What follows belongs to an exercise in optimizing a design on an open flow for small area; a production flow would make more cautious choices. The RTL was checked by simulation tests, not by an equivalence proof against the original design. No activity file was given, so power comes from the tool's default toggle rates.

--- flow/config.mk ---
export PLATFORM = sky130hd
export DESIGN_NAME = delaybuffer
export DESIGN_NICKNAME = delaybuffer
export VERILOG_FILES = /design/flow/design.v
export SDC_FILE = /design/flow/constraint.sdc
export NUM_CORES = 4
export LEC_CHECK = 0
export CAP_MARGIN = 20
export CORE_MARGIN = 2
export CORE_UTILIZATION = 65
export CTS_BUF_LIST = sky130_fd_sc_hd__clkbuf_8
export CTS_CLUSTER_DIAMETER = 80
export CTS_CLUSTER_SIZE = 20
export SLEW_MARGIN = 20
--- flow/run.sh ---
#!/bin/bash
# synth_recipe.tcl (not shown) runs the flow's synth.tcl, then flattens the netlist and writes it again
# the make line also repeats each setting of config.mk as NAME=value (left out here)
make -C /OpenROAD-flow-scripts/flow DESIGN_CONFIG=/design/flow/config.mk WORK_HOME=/design/flow/orfs CLKGATE_MAP_FILE= SYNTH_SCRIPT=/design/flow/synth_recipe.tcl finish
--- flow/design.v ---
module ram_1r1w_sync
  #(parameter [31:0] width_p = 8
  ,parameter [31:0] depth_p = 512
  /*verilator lint_off UNUSEDPARAM*/
  ,parameter filename_p = "memory_init_file.bin")
  /*verilator lint_on UNUSEDPARAM*/
  (input [0:0] clk_i
  ,input [0:0] reset_i
  ,input [0:0] wr_valid_i
  ,input [width_p-1:0] wr_data_i
  ,input [$clog2(depth_p) - 1 : 0] wr_addr_i
  ,input [0:0] rd_valid_i
  ,input [$clog2(depth_p) - 1 : 0] rd_addr_i
  ,output [width_p-1:0] rd_data_o);
  logic [width_p-1:0] ram [depth_p-1:0];
  logic [width_p-1:0] rd_data_l;
  always_ff @(posedge clk_i) begin
    if (~reset_i && rd_valid_i)
      rd_data_l <= ram[rd_addr_i];
    if (~reset_i && wr_valid_i) 
      ram[wr_addr_i] <= wr_data_i;
  end
  assign rd_data_o = rd_data_l;
endmodule
module delaybuffer
  #(parameter [31:0] width_p = 16
   ,parameter [31:0] delay_p = 64
   )
  (input [0:0] clk_i
  ,input [0:0] reset_i
  ,input [width_p-1:0] data_i
  ,input [0:0] ready_i
  ,input [0:0] valid_i
  ,output [0:0] ready_o 
  ,output [0:0] valid_o 
  ,output [width_p-1:0] data_o 
  );
  logic valid_l;
  assign ready_o = ready_i | ~valid_l;
  logic wr_en;
  assign wr_en = ready_o & valid_i;
  always_ff @(posedge clk_i) begin
    if (reset_i)
      valid_l <= 1'b0;
    else if (ready_o)
      valid_l <= valid_i;
  end
  assign valid_o = valid_l;
  logic [width_p-1:0] sr_r [0:delay_p];
  always_ff @(posedge clk_i) begin
    if (wr_en) begin
      sr_r[0] <= data_i;
      for (int i = 1; i <= delay_p; i++)
        sr_r[i] <= sr_r[i-1];
    end
  end
  assign data_o = sr_r[delay_p];
endmodule
--- flow/constraint.sdc ---
create_clock -name core_clock -period 5.0 [get_ports {clk_i}]
set_input_delay 1.0000 -clock core_clock [delete_from_list [all_inputs] [get_ports {clk_i}]]
set_output_delay 1.0000 -clock core_clock [all_outputs]
set_load 0.01 [all_outputs]
==> summary.txt, run 1 <==
Setup path
  • Critical path arrival: 2.13 ns
  • CP Launch Type: input port
  • Crit-path max FO: 3
  • Worst Path Required: 4.00 ns
  • Worst setup path class: in -> out
  • Crit end category: primary output

Cells and area
  • Final Instance Count excl. Fillers: 1786
  • Nets: 1176
  • Antenna Cells: 0
  • Share of layout cells above drive strength 1: 6.75%
  • Synth-to-Final Area Change: 7.28%

Power and ir drop
  • Max VDD drop: 0.261 mV
  • Clock power share: 24.0%
  • Sw Share: 18.5%
  • Internal: 0.0114 W
  • Pwr Density: 417 nW/um^2
  • Total power: 0.0140 W
  • Leak: 10.9 nW
  • Sequential power share: 74.1%
  • Switch Pwr: 0.00260 W
  • Logic pwr share: 1.8%

Die
  • Die Y: 223 um
  • I/O Pins: 38
  • Std cell rows: 80
  • Core box area: 47600 um^2
  • Initial Util: 65.7%
  • Die ar.: 49900 um^2
  • Die span in x: 223 um

Placed design
  • DP HPWL: 12800 um
  • Post-place setup slack: 1.76 ns
  • I/O Buffers: 37
  • Placed Cells: 1711
  • GP Congestion: 0.649

Detailed routing
  • Detailed-routed wire length on met2: 12200 um
  • DR vias/cell: 5.31
  • Vias post-DR: 9489
  • Metal1 wirelength: 16400 um
  • Max Used Layer: met4
  • # DRC: 0
  • DR WL/cell: 17.1 um
  • ANT nets after route: 0
  • DR iter-0 viols: 895
  • WL met3: 1110 um
  • First drt pass iteration count: 4
  • Routed WL: 30500 um

CTS
  • CTS Buf Count: 58
  • Root buf cell: clkbuf_8
  • Post-CTS Setup Bufs: 0
  • Post_cts resized: 0
  • H-tree depth: 2
  • Worst-Skew Late Latency: 0.68 ns
  • CTS tree: yes
  • Clk slew on worst S/H paths: 0.11 ns
  • Hold buffers post-CTS: 0
  • Clock sinks: 1041
  • Clock Path Buffers: 3

Synthesis
  • Synth Area in XOR/XNOR: 0%
  • Synth Area in Adders: 0%
  • Warnings, synthesis: 2
  • Sequential area share after synthesis: 99.9%
  • Mapped cell area: 31300 um^2
  • Compound-Gate Fraction of Synth Area: 0.0280%
  • Syn_nets: 1065
  • FF+latch count, synth: 1041
  • Count of cell types in the netlist: 6
  • Largest family of logic cells by synthesized area: simple AND/OR/NAND/NOR gates
  • Synth Area in Simple Gates: 0.0720%
  • Multiplexer share of the synthesized area: 0%
  • Syn Area/Cell: 29.9 um^2
  • Synthesized instance count: 1045

Timing
  • Max frequency: 319 MHz
  • Setup violators final: 0
  • Setup ws final: 1.87 ns
  • Final hold vios: 0
  • Clk_skew: 0.0191 ns
  • Slew HR: 53.3%
  • Tmin final: 3.13 ns
  • RSZ-0062 raised after global routing: false
  • Least-Margin Pin Slew: 0.700 ns
  • Final worst-path cycle share: 62.6%
  • Final setup TNS: 0 ns
  • Final slew viol count: 0

Outcome
  • Status: complete, no violations

Global route
  • Vias in the first global route: 8854
  • GRT overflow: 0
  • Largest net degree at the start of global routing: 120
  • Global-route wire length before repair: 47300 um
  • Initial antenna violation count: 0
  • Total track usage: 12.1%

Worst hold path
  • Type of the worst min-delay path: reg -> reg

Run
  • Max Cap Viol: 0
path summary, 6_finish.rpt:
path / slack [ns] / cells past startpoint / end / from
worst max-delay path: 1.87 / 3 / ready_o[0] / ready_i[0]
worst min register to register: 0.41 / 0 / sr_r[10][12] / sr_r[9][12]
worst max register to register: 2.98 / 3 / sr_r[24][13] / valid_l
worst min-delay path: 0.41 / 0 / sr_r[10][12] / sr_r[9][12]
synthesized netlist by cell type:
library cell,number,share of area [%]
edfxtp_1,1040,100
a21oi_2,1,0.028
and2_4,1,0.028
dfxtp_1,1,0.064
inv_1,1,0.012
nand2b_4,1,0.044
critical path: stages:
cell             delay, ns
clkdlybuf4s50_1       0.45
nand2b_4              0.13
clkdlybuf4s50_1       0.55
final cells by class:
cell class                      instances  area, um^2
Timing Repair Buffer                   51         601
Fill cell                            2746       14100
Sequential cell                      1041       31300
Inverter                                1        3.75
Tap cell                              615         769
Multi-Input combinational cell          3        31.3
Clock inverter                         14        68.8
Clock buffer                           61         840
placed cells by master (no fill, tap or decap), drive strengths merged:
cell type and n:
a21oi 1, and2 1, buf 14, clkbuf 61, clkdlybuf4s50 37, dfxtp 1
edfxtp 1040, inv 15, nand2b 1
layer usage:
| metal | vias up | global-route usage [%] |
|---|---|---|
| li1 | 4421 | - |
| met1 | 4896 | 21.0 |
| met2 | 109 | 15.1 |
| met3 | 63 | 2.66 |
| met4 | 0 | 5.01 |
| met5 | - | 0 |
through the flow:
step                      hold slack [ns]  utilization, %  cell area [um^2]
final                               0.415            70.4             33600
after global routing                0.413            70.4             33600
after CTS                           0.405            70.4             33600
after detailed placement            0.405            68.5             32700
after global placement              0.400            68.5             32700
after floorplan                     0.400               -             31300
sequential cells by signal, indices dropped and copies added, names as in the netlist:
signal and flops:
sr_r 1040, valid_l 1
cell families after synthesis:
kind of cell	Yosys count
buffers and inverters	1
DFF	1041
AOI/OAI and AO/OA	1
and+or+nand+nor	2
power groups by stage:
stage / registers [W] / logic, W / clock network, W
6_report: 0.0104 / 0.000259 / 0.00337
5_1_grt: 0.0104 / 0.000290 / 0.00384
4_1_cts: 0.0104 / 0.000266 / 0.00357
3_5_place_dp: 0.0106 / 0.000270 / 0
3_3_place_gp: 0.0106 / 0.000257 / 0
2_1_floorplan: 0.0107 / 0.000152 / 0
==> run 2: changes to the inputs <==
--- a/flow/config.mk
+++ b/flow/config.mk
@@ -7,8 +7,8 @@
 export LEC_CHECK = 0
 export CAP_MARGIN = 20
 export CORE_MARGIN = 2
-export CORE_UTILIZATION = 65
+export CORE_UTILIZATION = 70
 export CTS_BUF_LIST = sky130_fd_sc_hd__clkbuf_8
-export CTS_CLUSTER_DIAMETER = 80
-export CTS_CLUSTER_SIZE = 20
+export CTS_CLUSTER_DIAMETER = 90
+export CTS_CLUSTER_SIZE = 21
 export SLEW_MARGIN = 20
==> summary.txt, run 2 <==
Timing
  • Max frequency: 320 MHz (+0.27%)
  • Final hold vios: 0 (unchanged)
  • RSZ-0062 raised after global routing: false
  • Clk_skew: 0.0176 ns (-0.00155 ns)
  • Final worst-path cycle share: 62.5% (-0.17 points)
  • Slew HR: 49.8% (-3.5 points)
  • Worst hold slack: 0.415 ns (-0.000178 ns)
  • Least-Margin Pin Slew: 0.753 ns (+0.0529 ns)
  • Tmin final: 3.12 ns (-0.00852 ns)
  • Final slew viol count: 0 (unchanged)
  • Setup violators final: 0 (unchanged)

Cells and area
  • Design Area, Final: 33500 um^2 (-0.25%)
  • Nets: 1177 (+0.085%)
  • Largest reg by FF count: sr_r
  • Fill cell count: 2367 (-14%)
  • Max reg flops: 1040 (unchanged)
  • Top flop regs: sr_r: 1040 flops, valid_l: 1 flops
  • Share of layout cells above drive strength 1: 6.76% (+0.012 points)
  • Most frequent cells in the layout: 1040 x edfxtp_1, 57 x clkbuf_8, 37 x clkdlybuf4s50_1, 12 x inv_1
  • Most common cell after layout, fill and taps aside: edfxtp_1
  • Synth-to-Final Area Change: 7.02%
  • Antenna Cells: 0 (unchanged)

Power and ir drop
  • Sw Share: 18.3% (-0.26 points)
  • Max VDD drop: 0.324 mV (+24%)
  • Clock power share: 23.3% (-0.7 points)
  • Internal: 0.0113 W (-0.64%)
  • Logic pwr share: 1.9% (about the same)
  • Leak: 10.8 nW (-0.26%)
  • Sequential power share: 74.9% (+0.8 points)
  • Pwr Density: 414 nW/um^2 (-0.71%)
  • Switch Pwr: 0.00254 W (-2.4%)

Setup path
  • Worst Path Required: 4.00 ns (about the same)
  • WP depth: 3 (unchanged)
  • Most used cell, CP: clkdlybuf4s50_1
  • CP max-delay cell: clkdlybuf4s50_1
  • Worst path buffer plus inverter count: 2 (unchanged)
  • Worst path top cell family by delay: buffers and inverters
  • Crit-path max FO: 3 (unchanged)
  • Worst-path cell chain: clkdlybuf4s50_1, nand2b_4, clkdlybuf4s50_1
  • Worst setup path class: in -> out
  • R2R depth: 3 (unchanged)
  • Critical path arrival: 2.12 ns (about the same)
  • Crit end category: primary output
  • CP peak stage delay: 0.53 ns (-0.02 ns)
  • CP Launch Type: input port

Die
  • Initial Util: 70.9% (+5.2 points)
  • Core box area: 44100 um^2 (-7.4%)
  • Die span in x: 215 um (-3.6%)
  • I/O Pins: 38 (unchanged)
  • Die Y: 215 um (-3.6%)
  • Die ar.: 46400 um^2 (-7.0%)
  • Std cell rows: 77 (-3.8%)

Detailed routing
  • Routed WL: 30100 um (-1.3%)
  • DR iter-0 viols: 894 (-0.11%)
  • DR vias/cell: 5.37 (+1.1%)
  • Vias post-DR: 9461 (-0.30%)
  • First drt pass iteration count: 4 (unchanged)
  • # DRC: 0 (unchanged)
  • DR WL/cell: 17.1 um (+0.10%)
  • ANT nets after route: 0 (unchanged)

Synthesis
  • Warnings, synthesis: 2 (unchanged)
  • Cell taking the most area after synthesis: edfxtp_1
  • Synth Flop Type: edfxtp_1
  • Post-synth EDFFs: 1040 (unchanged)
  • Synthesized instance count: 1045 (unchanged)
  • Mapped cell area: 31300 um^2 (unchanged)
  • Synth top area share: 99.8% (unchanged)
  • Syn Area/Cell: 29.9 um^2 (unchanged)
  • FF+latch count, synth: 1041 (unchanged)
  • Sequential area share after synthesis: 99.9% (unchanged)
  • Ys async rst share: 0% (unchanged)
  • Synth top area cells: edfxtp_1 100%, dfxtp_1 0.064%, nand2b_4 0.044%, a21oi_2 0.028%, and2_4 0.028%
  • Syn_nets: 1065 (unchanged)
  • Most frequent cell after synthesis: edfxtp_1
  • Count of cell types in the netlist: 6 (unchanged)

CTS
  • Clock Path Buffers: 3 (unchanged)
  • Worst-Skew Late Latency: 0.66 ns (-0.02 ns)
  • Root buf cell: clkbuf_8
  • CTS Buf Count: 55 (-5.2%)
  • Clock sinks: 1041 (unchanged)
  • CTS tree: yes
  • H-tree depth: 2 (unchanged)
  • Hold buffers post-CTS: 0 (unchanged)
  • Post-CTS Setup Bufs: 0 (unchanged)
  • Post_cts resized: 0 (unchanged)
  • Clk slew on worst S/H paths: 0.13 ns (+0.02 ns)

Placed design
  • DP HPWL: 12900 um (+0.50%)
  • Placed inst area: 32600 um^2 (about the same)
  • GP Congestion: 0.668 (+3.0%)
  • I/O Buffers: 37 (unchanged)

Global route
  • Largest net degree at the start of global routing: 151 (+26%)
  • Global-route wire length before repair: 47500 um (+0.40%)
  • GRT overflow: 0 (unchanged)
  • Initial antenna violation count: 0 (unchanged)
  • Total track usage: 13.1% (+0.95 points)
  • Vias in the first global route: 9004 (+1.7%)

Worst hold path
  • Type of the worst min-delay path: reg -> reg
  • Worst hold path depth: 0 (unchanged)

Run
  • Max Cap Viol: 0 (unchanged)

Outcome
  • Status: complete, no violations
-- run 2: changes by cell type in the layout (fill, tap and decap cells not counted), sizes merged --
cell    change
clkbuf      -4
buf         +4
inv         -2
-- run 2: kinds of logic after synthesis --
| logic type | count (synthesis) | synth area share, % |
|---|---|---|
| AOI/OAI and AO/OA | 1 | 0.0280 |
| buffers and inverters | 1 | 0.0120 |
| DFF | 1041 | 99.9 |
| and+or+nand+nor | 2 | 0.0720 |
-- run 2: stage by stage --
| step | power (W) | instances | setup WS (ns) | setup TNS (ns) | util (%) |
|---|---|---|---|---|---|
| detailed placement | 0.0108 | 1692 | 1.74 | 0 | 74.0 |
| global placement | 0.0108 | 1692 | 1.78 | 0 | 74.0 |
| CTS | 0.0141 | 1761 | 1.87 | 0 | 75.9 |
| floorplan | 0.0108 | 1045 | -3.78 | -3934.33 | - |
| global route | 0.0144 | 1761 | 1.84 | 0 | 75.9 |
| finish | 0.0139 | 1761 | 1.88 | 0 | 75.9 |
-- run 2: final timing paths --
check / start / end / slack, ns
max reg2reg: valid_l / sr_r[2][15] / 2.93
min reg2reg: sr_r[15][13] / sr_r[16][13] / 0.41
min: sr_r[15][13] / sr_r[16][13] / 0.41
max: ready_i[0] / ready_o[0] / 1.88
-- run 2: power by group through the flow --
stage               registers (W)  logic, W  clock network (W)
floorplan                  0.0107  0.000152                  0
global placement           0.0106  0.000256                  0
detailed placement         0.0106  0.000268                  0
CTS                        0.0104  0.000263            0.00342
global route               0.0104  0.000289            0.00369
finish                     0.0104  0.000258            0.00323
-- run 2: layout make-up --
type | instances | area [um^2] | share of cell area [%]
flip-flops and latches | 1041 | 31300 | 93.3
clock inverters | 12 | 52.6 | 0.157
multi-input cells | 3 | 31.3 | 0.0934
repair buffers | 55 | 618 | 1.85
well taps | 592 | 741 | 2.21
clock buffers | 57 | 785 | 2.34
inverters | 1 | 3.75 | 0.0112
-- run 2: per-layer routing --
metal	part of all wire (%)	track usage, %	vias up
met5	0	0	-
li1	-	-	4417
met4	2.8	5.43	0
met1	53	22.6	4862
met3	3.9	2.73	62
met2	40	16.6	120
==> run 3: changes to the inputs <==
--- a/flow/config.mk
+++ b/flow/config.mk
@@ -7,7 +7,7 @@
 export LEC_CHECK = 0
 export CAP_MARGIN = 20
 export CORE_MARGIN = 2
-export CORE_UTILIZATION = 70
+export CORE_UTILIZATION = 60
 export CTS_BUF_LIST = sky130_fd_sc_hd__clkbuf_8
 export CTS_CLUSTER_DIAMETER = 90
 export CTS_CLUSTER_SIZE = 21
==> summary.txt, run 3 <==
Outcome
  • Status: complete, no violations

CTS
  • Worst-Skew Late Latency: 0.67 ns (about the same)
  • Root buf cell: clkbuf_8
  • Clk slew on worst S/H paths: 0.12 ns (about the same)
  • H-tree depth: 2 (unchanged)
  • Hold buffers post-CTS: 0 (unchanged)
  • CTS Buf Count: 55 (unchanged)
  • CTS tree: yes
  • Post-CTS Setup Bufs: 0 (unchanged)
  • Clock Path Buffers: 3 (unchanged)
  • Clock sinks: 1041 (unchanged)
  • Post_cts resized: 0 (unchanged)

Timing
  • Final hold vios: 0 (unchanged)
  • Least-Margin Pin Slew: 0.809 ns (+0.0560 ns)
  • Final worst-path cycle share: 62.3% (-0.18 points)
  • Final setup TNS: 0 ns (unchanged)
  • Clk_skew: 0.0111 ns (-0.00645 ns)
  • Tmin final: 3.11 ns (-0.00911 ns)
  • Final slew viol count: 0 (unchanged)
  • Max frequency: 321 MHz (+0.29%)
  • Slew HR: 46.0% (-3.7 points)
  • Worst hold slack: 0.423 ns (+0.00829 ns)
  • RSZ-0062 raised after global routing: false
  • Setup violators final: 0 (unchanged)

Cells and area
  • Design Area, Final: 33500 um^2 (+0.13%)
  • Final Util: 65.2% (-11 points)
  • Top flop regs: sr_r: 1040 flops, valid_l: 1 flops
  • Antenna Cells: 0 (unchanged)
  • Share of layout cells above drive strength 1: 6.27% (-0.49 points)
  • Nets: 1171 (-0.51%)
  • Largest reg by FF count: sr_r
  • Max reg flops: 1040 (unchanged)
  • Most common cell after layout, fill and taps aside: edfxtp_1
  • Fill cell count: 3277 (+38%)
  • Synth-to-Final Area Change: 7.16%
  • Most frequent cells in the layout: 1040 x edfxtp_1, 57 x clkbuf_8, 37 x clkdlybuf4s50_1, 13 x inv_1, 7 x buf_12

Detailed routing
  • Metal1 wirelength: 16300 um (+2.2%)
  • Vias post-DR: 9489 (+0.30%)
  • DR WL/cell: 16.4 um (-4.2%)
  • Detailed-routed wire length on met2: 11900 um (-2.0%)
  • Max Used Layer: met4
  • Routed WL: 30200 um (+0.33%)
  • WL met3: 1190 um (+1.2%)
  • ANT nets after route: 0 (unchanged)
  • # DRC: 0 (unchanged)
  • DR iter-0 viols: 901 (+0.78%)
  • First drt pass iteration count: 4 (unchanged)
  • DR vias/cell: 5.15 (-4.2%)

Synthesis
  • Synth top area cells: edfxtp_1 100%, dfxtp_1 0.064%, nand2b_4 0.044%, a21oi_2 0.028%, and2_4 0.028%
  • Synth top area share: 99.8% (unchanged)
  • Ys async rst share: 0% (unchanged)
  • Sequential area share after synthesis: 99.9% (unchanged)
  • Mapped cell area: 31300 um^2 (unchanged)
  • Most frequent cell after synthesis: edfxtp_1
  • Syn_nets: 1065 (unchanged)
  • Syn Area/Cell: 29.9 um^2 (unchanged)
  • Synth Flop Type: edfxtp_1
  • Synthesized instance count: 1045 (unchanged)
  • Cell taking the most area after synthesis: edfxtp_1
  • Post-synth EDFFs: 1040 (unchanged)
  • Warnings, synthesis: 2 (unchanged)
  • Count of cell types in the netlist: 6 (unchanged)
  • FF+latch count, synth: 1041 (unchanged)

Power and ir drop
  • Leak: 10.8 nW (-0.30%)
  • Max VDD drop: 0.274 mV (-16%)
  • Pwr Density: 416 nW/um^2 (+0.32%)
  • Total power: 0.0139 W (+0.45%)

Setup path
  • Worst Path Required: 4.00 ns (about the same)
  • Launch point of the worst path: ready_i[0]
  • CP Launch Type: input port
  • Worst setup path class: in -> out
  • Crit end category: primary output
  • Critical path arrival: 2.11 ns (about the same)
  • Crit-path max FO: 3 (unchanged)
  • RR Startpoint: valid_l

Global route
  • GRT overflow: 0 (unchanged)
  • Global-route wire length before repair: 47900 um (+0.84%)
  • Largest net degree at the start of global routing: 166 (+9.9%)
  • Total track usage: 11.1% (-1.9 points)
  • Initial antenna violation count: 0 (unchanged)
  • Vias in the first global route: 8937 (-0.74%)

Die
  • Die Y: 232 um (+7.9%)
  • Core box area: 51400 um^2 (+17%)
  • I/O Pins: 38 (unchanged)
  • Die span in x: 232 um (+7.9%)
  • Initial Util: 60.9% (-10 points)
  • Die ar.: 54000 um^2 (+16%)
  • Std cell rows: 83 (+7.8%)

Placed design
  • DP HPWL: 11800 um (-8.2%)
  • I/O Buffers: 37 (unchanged)
  • GP Congestion: 0.631 (-5.5%)
  • Placed inst area: 32700 um^2 (+0.12%)

Run
  • Max Cap Viol: 0 (unchanged)

Worst hold path
  • Type of the worst min-delay path: reg -> reg
  • Hold_sp: sr_r[57][1]
==> run 3: changes by cell type in the layout (fill, tap and decap cells not counted) <==
cell / change
buf_4: -4
buf_12: -2
inv_1: +1
==> run 3: metal layers <==
metal,vias up,GRT usage (%)
li1,4412,-
met1,4910,18.9
met2,102,13.8
met3,65,3.01
met4,0,4.09
met5,-,0
==> run 3: layout make-up <==
type                    count  area (um^2)  share of cell area [%]
clock buffers              57          785                    2.34
clock inverters            13         56.3                   0.168
flip-flops and latches   1041        31300                    93.2
multi-input cells           3         31.3                  0.0933
inverters                   1         3.75                  0.0112
repair buffers             49          548                    1.63
well taps                 680          851                    2.54
==> run 3: kinds of logic after synthesis <==
logic type | Yosys count | synth area share (%)
AOI/OAI and AO/OA | 1 | 0.0280
buffers and inverters | 1 | 0.0120
DFF | 1041 | 99.9
and+or+nand+nor | 2 | 0.0720
==> run 3: power by group <==
group          internal, W  switching [W]
Combinational    0.0000456       0.000204
Sequential          0.0102       0.000137
Clock              0.00105        0.00226
Total               0.0113        0.00260
==> run 3: worst max-delay path: stages <==
cell             delay (ns)
clkdlybuf4s50_1        0.45
nand2b_4               0.13
clkdlybuf4s50_1        0.54
==> run 3: path summary, 6_finish.rpt <==
path                               endpoint  slack (ns)  cells after the start
worst max-delay path             ready_o[0]        1.89                      3
worst min-delay path            sr_r[58][1]        0.42                      0
worst max register to register  sr_r[54][9]        2.90                      3
worst min register to register  sr_r[58][1]        0.42                      0
==> run 3: per-stage QoR <==
stage | std cells | setup WS (ns)
after floorplan | 1045 | -3.78
after global placement | 1774 | 1.73
after detailed placement | 1774 | 1.70
after CTS | 1844 | 1.88
after global routing | 1844 | 1.87
final | 1844 | 1.89
